This design comes from an exercise in tuning for small area, a short achievable clock period and few clock cycles on the open sky130 flow, not from production work.
Where RTL was checked, it was by simulation tests only, not by an equivalence proof against the original.

Setup of rev 12:
==> flow/design.v (excerpt) <==
module top(
    input   logic           clk,
    input   logic           rst,
    output  logic [31:0]    imem_addr,
    input   logic [31:0]    imem_rdata,
    output  logic           dmem_req,
    output  logic [31:0]    dmem_addr,
    input   logic [31:0]    dmem_rdata,
    input   logic           dmem_ready,
    output  logic           dmem_we,
    output  logic [31:0]    dmem_waddr,
    output  logic [31:0]    dmem_wdata,
    output  logic [31:0]    a0
);
localparam logic [23:0] DREGION = 24'h000100;
function automatic logic [32:0] add32(input logic [31:0] a, input logic [31:0] b, input logic ci);
    logic [31:0] g, p, gg, pp;
    g = a & b;
    p = a ^ b;
    gg = g;
    pp = p;
    gg[0] = g[0] | (p[0] & ci);
    for (int d = 1; d < 32; d = d * 2)
        for (int i = 31; i >= d; i--) begin
            gg[i] = gg[i] | (pp[i] & gg[i - d]);
            pp[i] = pp[i] & pp[i - d];
        end
    add32 = {gg[31], p ^ {gg[30:0], ci}};
endfunction
logic        stallM;             
logic        stallD;             
logic        redirE;             
logic [31:0] tgtE;
  ...
Settings: LEC_CHECK=0, CAP_MARGIN=20, CORE_MARGIN=2, CORE_UTILIZATION=40, PLACE_DENSITY=0.6, SLEW_MARGIN=20; clock period 10.0 ns.
standard.sh (not shown) runs the stock make flow with config.mk's settings and CLKGATE_MAP_FILE= SYNTH_SCRIPT=/design/flow/synth_recipe.tcl, a recipe that flattens the netlist after the stock synthesis.
==> flow/flow/run.sh <==
#!/bin/bash
set -euo pipefail
bash standard.sh SETUP_SLACK_MARGIN=5.5 "BUFFER_PORTS_ARGS=-buffer_cell sky130_fd_sc_hd__buf_4" finish > standard.log 2>&1
### rev 12 -> rev 13
--- a/flow/design.v
+++ b/flow/design.v
@@ -124,33 +124,25 @@
     .we  (wrM & !stallM),
     .wa  (rdM),
     .wd  (resultM),
     .rd1 (rf1),
     .rd2 (rf2),
     .a0  (a0)
 );
 wire fA   = wrE & (rdE == rs1);
 wire fB   = wrE & (rdE == rs2);
 wire bypA = wrM & (rdM == rs1);
 wire bypB = wrM & (rdM == rs2);
-wire takeB = isOp | isBranch;               
-wire [31:0] opAD = ({32{fA}}               & resE)
-                 | ({32{!fA & bypA}}       & resultM)
-                 | ({32{!fA & !bypA}}      & rf1);
-wire [31:0] opBD = ({32{takeB & fB}}       & resE)
-                 | ({32{takeB & !fB & bypB}}  & resultM)
-                 | ({32{takeB & !fB & !bypB}} & rf2)
-                 | ({32{!takeB}}           & (isStore ? immS : immI));
-wire [31:0] valB = ({32{fB}}               & resE)
-                 | ({32{!fB & bypB}}       & resultM)
-                 | ({32{!fB & !bypB}}      & rf2);
+wire [31:0] valA = fA ? resE : bypA ? resultM : rf1;
+wire [31:0] valB = fB ? resE : bypB ? resultM : rf2;
+wire [31:0] opBD  = (isOp | isBranch) ? valB : isStore ? immS : immI;
 wire [31:0] auxD  = isStore ? valB :
                     isLui   ? immU :
                     (isJal | isJalr | (isBranch & predD)) ? pcD4 :
                     tgtD;                
 wire aluOp  = isOp | isOpImm;
 wire selAdd = (aluOp & f3D == 3'b000) | isLoad | isStore;
 wire selSlt = aluOp & f3D == 3'b010;
 wire selSltu= aluOp & f3D == 3'b011;
 wire selXor = aluOp & f3D == 3'b100;
 wire selOr  = aluOp & f3D == 3'b110;
 wire selAnd = aluOp & f3D == 3'b111;
@@ -173,23 +165,23 @@
         brE <= isBranch & !killE;
         jrE <= isJalr & !killE;
     end
 always_ff @(posedge clk)
     if (!stallM) begin
         bEq  <= f3D[2:1] == 2'b00;
         bLt  <= f3D[2:1] == 2'b10;
         bLtu <= f3D[2:1] == 2'b11;
         bInv <= f3D[0] ^ predD;
         rdE   <= rdD;
         f3E   <= f3D;
-        opA   <= opAD;
+        opA   <= valA;
         opB   <= opBD;
         aux   <= auxD;
         sAdd <= selAdd; sSlt <= selSlt; sSltu <= selSltu; sXor <= selXor;
         sOr  <= selOr;  sAnd <= selAnd; sSll  <= selSll;  sSr  <= selSr;
         sAux <= selAux; subE <= subD;   sraE  <= sraD;
     end
 wire [31:0] A  = opA;
 wire [31:0] B  = opB;
 wire [31:0] stdE = aux;                 
 wire [32:0] sumc = add32(A, subE ? ~B : B, subE);
 wire [31:0] sum  = sumc[31:0];
## What came out
Rev 13 completed every stage of the flow, and the final layout passed the timing, design-rule and antenna checks.
Summary of the comparison: shortest period the worst path allows is lower in rev 13, relative to rev 12.
Diff rev 12 -> rev 13 | cell area after synthesis | up slightly
Diff rev 12 and rev 13: relative area change from synthesis to final layout higher in rev 12
From rev 12 to rev 13 the numbers moved as follows: footprint of the multi-input gates shows an increase of about 2.5%, final clock period utilization by the worst path lower, count of buffering cells on the critical path with inverters included has increased, count of vias placed by the detailed router went up 841, utilization held steady.
Rev 12 has lower fraction of the mapped netlist area in simple logic gates than rev 13.
Rev 13 — final worst hold slack 0.016 ns higher, rev 12 as reference
Rev 13 vs rev 12, critical path depth went up by 1.
The last element of the critical path comes out opA[7]$_DFFE_PN_ in one run and opB[9]$_DFFE_PN_ in the other, namely in rev 12 and rev 13 respectively.
Testbench counts of rev 13, summed over its fixed seeds: cycles 73,124.
For rev 12, only the layout was checked, not whether the RTL still works.

[static timing again, ports no longer ideal]
Ports are ideal in the flow. The routed layouts listed here were re-timed in OpenROAD. Step 1 (the two cells are an assumption about what drives the block):
set clk [get_ports {clk}]
set_driving_cell -lib_cell sky130_fd_sc_hd__clkbuf_16 $clk
set_driving_cell -lib_cell sky130_fd_sc_hd__buf_2 [delete_from_list [all_inputs] $clk]
Step 2 times the ports against the registers' clock, not the clock port: input delays grow and output delays shrink by t, the midpoint of the rising clock arrivals with the driver on. a / b / c = ideal / step 1 / step 2; a / b = the first two.
run | t (ns) | slack for setup (ns) | hold WS [ns] | latest minus earliest clock arrival (ns) | pins driven straight from the clock port
rev 12 | 0.921 | 5.315 / 5.315 / 4.612 | 0.430 / 0.430 / 0.430 | 0.063 / 0.063 | 1
rev 13 | 0.942 | 5.354 / 5.354 / 4.513 | 0.447 / 0.447 / 0.447 | 0.073 / 0.073 | 1
After both steps every run listed still meets setup and hold. For rev 13, which loses most, drivers alone change the setup slack by 0.000 ns; drivers and shift together by -0.841 ns.
